Context: an optimization exercise on an open-source flow, tuned for small area. The choices shown serve that exercise and are no tape-out recipe. Power and IR drop assume default switching activity.

==> run a <==
==> flow/design.v (excerpt) <==
module kl10_vma (
  input clk,
  input ad_13_h,
  input ad_14_h,
  input ad_15_h,
  input ad_16_a_h,
  input ad_17_a_h,
  input ad_18_a_h,
  input ad_19_h,
  input ad_20_h,
  input ad_21_h,
  input ad_22_a_h,
  input ad_23_a_h,
  input ad_24_a_h,
  input ad_25_h,
  input ad_26_h,
  input ad_27_h,
  input ad_28_a_h,
  input ad_29_a_h,
  input ad_30_a_h,
  input ad_31_h,
  input ad_32_h,
  input ad_33_h,
  input ad_34_a_h,
  input ad_35_a_h,
  input con_cond_sel_vma_h,
  input con_cond_vma_gets_num_h,
  input con_datao_apr_l,
  input con_load_prev_context_l,
  input cram_num_00_a_h,
  input cram_num_01_a_h,
  input cram_num_02_a_h,
  input cram_num_03_a_h,
  input cram_num_04_a_h,
  input csh3_gate_vma_27_33_h,
  input ctl1_load_pc_l,
  input diag_04_b_h,
  input diag_05_b_h,
  input diag_06_b_h,
  input diag_read_func_15x_l,
  input mcl1_load_vma_held_l,
  input mcl2_vma_read_or_write_l,
  input mcl4_vma_gets_ad_h,
  input mcl4_vma_inc_h,
  input mcl4_vmax_sel_1_h,
  input mcl4_vmax_sel_2_h,
  input mcl5_vmax_en_l,
  input mcl6_vma_fetch_h,
  input n_con_cond_vma_gets_num_l,
  input n_con_vma_sel_1_h,
  input n_con_vma_sel_2_h,
  input n_mcl2_vma_extended_h,
  input n_mcl5_adr_err_l,
  input n_mcl6_page_uebr_ref_a_l,
  input n_vma1_ac_ref_a_h,
  input n_vma1_local_ac_address_h,
  input n_vma1_misc_eq_0_h,
  input n_vma1_vma_section_0_1_l,
  input n_vma1_vma_section_0_h,
  input n_vma2_vma_12_l,
  input n_vma2_vma_13_l,
  input n_vma2_vma_14_l,
  input n_vma2_vma_15_l,
  input n_vma2_vma_16_l,
  input n_vma2_vma_17_l,
  input n_vma2_vma_18_l,
  input n_vma2_vma_19_l,
  input n_vma2_vma_20_l,
  input n_vma2_vma_21_l,
  input n_vma2_vma_22_l,
  input n_vma2_vma_23_l,
  input n_vma2_vma_24_l,
  input n_vma2_vma_25_l,
  input n_vma2_vma_26_l,
  input n_vma2_vma_27_l,
  input n_vma2_vma_28_l,
  input n_vma2_vma_29_l,
  input n_vma2_vma_30_l,
  input n_vma2_vma_31_l,
  input n_vma3_match_13_35_h,
  input n_vma3_pc_section_0_h,
  input n_vma4_pcs_section_0_h,
  input n_vma4_prev_sec_13_l,
  input n_vma4_prev_sec_14_l,
  input n_vma4_prev_sec_15_l,
  input scd3_trap_mix_32_h,
  input scd3_trap_mix_33_h,
  input scd3_trap_mix_34_h,
  input scd3_trap_mix_35_h,
  output ebus_d11,
  output ebus_d13,
  output ebus_d15,
  output ebus_d17,
  output ebus_d19,
  output ebus_d21,
  output ebus_d23,
  output ebus_d25,
  output ebus_d27,
  output ebus_d29,
  ...
Settings: LEC_CHECK=0, CAP_MARGIN=20, CORE_MARGIN=2, CORE_UTILIZATION=60, SLEW_MARGIN=20, SYNTH_HIERARCHICAL=1; clock period 4.5 ns.
standard.sh (not shown) runs the stock make flow with config.mk's settings and CLKGATE_MAP_FILE= SYNTH_SCRIPT=/design/flow/synth_recipe.tcl, a recipe that flattens the netlist after the stock synthesis.
==> flow/flow/run.sh <==
#!/bin/bash
# The standard layout, with three changes:
#  - synthesis maps the logic with an area-oriented ABC script (flow/area.abc); the
#    registers, their names and cell types are those of the standard synthesis;
#  - the ports are buffered by the smallest buffer cell;
#  - clock tree synthesis inserts no dummy loads.
set -euo pipefail
HERE=$(pwd)
export MY_ABC_SCRIPT=$HERE/flow/area.abc
bash standard.sh SYNTH_SCRIPT=$HERE/flow/synth.tcl \
  'BUFFER_PORTS_ARGS=-buffer_cell sky130_fd_sc_hd__buf_1' \
  'CTS_ARGS=-sink_clustering_enable -repair_clock_nets -dont_use_dummy_load -buf_list sky130_fd_sc_hd__clkbuf_8' \
  GPL_KEEP_OVERFLOW=0 \
  finish > make_flow.log 2>&1
==> flow/flow/area.abc <==
&get -n
&st
&dc2
&dch -f
&nf -R 1000 -a
&put
topo
==> flow/flow/synth.tcl <==
# The standard flow's synthesis script, with ABC's mapping script replaced by the one named in MY_ABC_SCRIPT.
proc synth {args} {
  global abc_args
  if { [info exists abc_args] && [info exists ::env(MY_ABC_SCRIPT)] } {
    set i [lsearch -exact $abc_args -script]
    if { $i >= 0 } { lset abc_args [expr {$i + 1}] $::env(MY_ABC_SCRIPT) }
  }
  yosys synth -nofsm -noshare {*}$args
}
source $::env(SCRIPTS_DIR)/synth.tcl
# left out here: clear keep_hierarchy, flatten, clean up, hide names made inside functions, write 1_2_yosys.v
==> run b: changes against run a <==
--- a/flow/design.v
+++ b/flow/design.v
@@ -225,21 +225,18 @@
     endcase
   end
   wire [12:17] vin_hi = vin_x & {6{vmax_en}};
   wire [12:35] vin = {vin_hi, mcl4_vma_gets_ad_h ? ad[18:35] : vad};
   wire         vload = ~n_con_vma_sel_2_h & ~n_con_vma_sel_1_h;
-  wire         vup   = n_con_vma_sel_2_h & ~n_con_vma_sel_1_h;
-  wire         vdn   = ~n_con_vma_sel_2_h & n_con_vma_sel_1_h;
-  wire [12:35] vones, vzeros;
-  assign vones[35] = 1'b1;
-  assign vzeros[35] = 1'b1;
+  wire         vdec  = ~n_con_vma_sel_2_h;
+  wire [12:35] vw = vma ^ {24{vdec}};
+  wire [12:35] vt;
+  assign vt[35] = n_con_vma_sel_2_h ^ n_con_vma_sel_1_h;
   genvar gi;
   generate for (gi = 12; gi < 35; gi = gi + 1) begin : g_cnt
-    assign vones[gi] = vones[gi+1] & vma[gi+1];
-    assign vzeros[gi] = vzeros[gi+1] & ~vma[gi+1];
+    assign vt[gi] = vt[gi+1] & vw[gi+1];
   end endgenerate
-  wire [12:35] vt = (vones & {24{vup}}) | (vzeros & {24{vdn}});
   wire [12:35] vnext = vload ? vin : (vma ^ vt);
   always @(posedge clk) begin
     vma <= vnext;
     if (!con_datao_apr_l) brk <= ad;
     if (!ctl1_load_pc_l) begin
@@ -274,16 +271,11 @@
           vma2_vma_26_a_h} = vma[21:26];
   assign {vma1_vma_32_b_h, vma1_vma_33_b_h, vma1_vma_34_b_h, vma1_vma_35_b_h} = vma[32:35];
   assign {vma_27_g_h, vma_28_g_h, vma_29_g_h, vma_30_g_h, vma_31_g_h, vma_32_g_h, vma_33_g_h} =
          vma[27:33] & {7{csh3_gate_vma_27_33_h}};
   assign {vma4_vma_13_in_h, vma4_vma_14_in_h, vma4_vma_15_in_h, vma4_vma_16_in_h, vma4_vma_17_in_h} = vin[13:17];
-  wire [13:35] hop;
-  wire         hop_sel_h = con_cond_sel_vma_h;
-  wire         hop_sel_l = ~con_cond_sel_vma_h;
-  generate for (gi = 13; gi <= 35; gi = gi + 1) begin : g_hop
-    kl10_vma_ao22 u_hop (.a(held[gi]), .sa(hop_sel_h), .b(pc[gi]), .sb(hop_sel_l), .y(hop[gi]));
-  end endgenerate
+  wire [13:35] hop = con_cond_sel_vma_h ? held : pc;
   assign {vma_held_or_pc_13_h, vma_held_or_pc_14_h, vma_held_or_pc_15_h, vma_held_or_pc_16_h,
           vma_held_or_pc_17_h, vma_held_or_pc_18_h, vma_held_or_pc_19_h, vma_held_or_pc_20_h,
           vma_held_or_pc_21_h, vma_held_or_pc_22_h, vma_held_or_pc_23_h, vma_held_or_pc_24_h,
           vma_held_or_pc_25_h, vma_held_or_pc_26_h, vma_held_or_pc_27_h, vma_held_or_pc_28_h,
           vma_held_or_pc_29_h, vma_held_or_pc_30_h, vma_held_or_pc_31_h, vma_held_or_pc_32_h,
@@ -308,8 +300,5 @@
   assign ebus_d29 = |({pc[31], pc[30], pc[29], pc[27], held[31], held[30], held[29], held[28]} & dseli);
   assign ebus_d31 = |({brk[31], brk[30], brk[29], brk[27], vma[31], vma[30], vma[29], vma[28]} & dseli);
   assign ebus_d33 = |({pc[35], pc[34], pc[33], pc[32], held[35], held[34], held[33], held[32]} & dseli);
   assign ebus_d35 = |({brk[35], brk[34], brk[33], brk[32], vma[35], vma[34], vma[33], vma[32]} & dseli);
 endmodule
-module kl10_vma_ao22 (input a, sa, b, sb, output y);
-  assign y = (a & sa) | (b & sb);
-endmodule
==> flow/flow/run.sh (replaced) <==
#!/bin/bash
# Standard layout, with the ports buffered by the smallest buffer cell.
set -euo pipefail
bash standard.sh 'BUFFER_PORTS_ARGS=-buffer_cell sky130_fd_sc_hd__buf_1' finish > make_flow.log 2>&1
CORE_UTILIZATION = 40   (was 60)
SYNTH_HIERARCHICAL = unset   (was 1)
removed: flow/flow/area.abc
removed: flow/flow/synth.tcl
==> qor summary <==
|  | run a | run b |
|---|---|---|
| LEAKAGE | 0.00218 uW | 0.00251 uW |
| Vias | 5151 | 5345 |
| Worst endpoint data arrival time | 4.66 ns | 2.65 ns |
| CP required | 4.74 ns | 3.60 ns |
| Area after DPL | 0.00617 mm^2 | 0.00688 mm^2 |
| Met2 wire length | 7980 um | 9070 um |
| Count of cell instances traversed by the critical path | 17 | 7 |
| Shortest clock period the worst path allows after layout | 4.41 ns | 3.55 ns |
| Clock network power | 448 uW | 867 uW |
| Number of global-route vias before repair | 4771 | 5103 |
| Cell count after placement | 780 | 909 |
| Mapped Nets | 601 | 683 |
| Wirelength, routed | 16200 um | 19300 um |
| Met3 wire length | 1720 um | 1430 um |
| RSZ-0062 raised after global routing | yes | no |
| Xor and xnor area share after synthesis | 5.88% | 7.80% |
| Largest net degree at the start of global routing | 32 | 34 |
| Critical path's slowest cell | or4_4 | clkbuf_2 |
| Final HPWL from detailed placement | 11500 um | 14100 um |
| Cell class ranked first by area | registers | multi-input combinational cells |
| Result of the run | no timing/DRC/antenna violations | no timing/DRC/antenna violations |
| Non-clock inverter total of the final layout | 16 | 15 |
| Multi-input logic cell count | 369 | 413 |
| Type of destination of the critical path | register | output port |
| Mean Syn Cell Area | 10.7 um^2 | 10.6 um^2 |
| Total number of yosys warnings | 7 | 1 |
No run of this note included a check of the RTL's function; only the layout flow was run.

## port drivers added, routing unchanged
How much do the figures lean on ideal ports? The routed layouts below were timed once more, with nothing changed but the port constraints. Step 1 sets driving cells, clkbuf_16 on the clock port and buf_2 on the other inputs (assumed; they add their load-dependent delay and slew). Step 2 moves the port delays by t, midway between the first and last clock arrival at a register: inputs arrive t later, outputs are due t later. That takes back most of the time a late clock gives input paths. Three values: ideal, step 1, step 2; two values: the first two.
run	shift t [ns]	slack for setup (ns)	worst setup path at the end
run a	0.383	0.087 / 0.084 / -0.299	input to register
run b	0.395	0.951 / 0.923 / 0.923	input to output
With both steps, setup timing fails in run a, where it was met with ideal ports. For run a, which loses most, drivers alone change the setup slack by -0.003 ns; drivers and shift together by -0.386 ns.
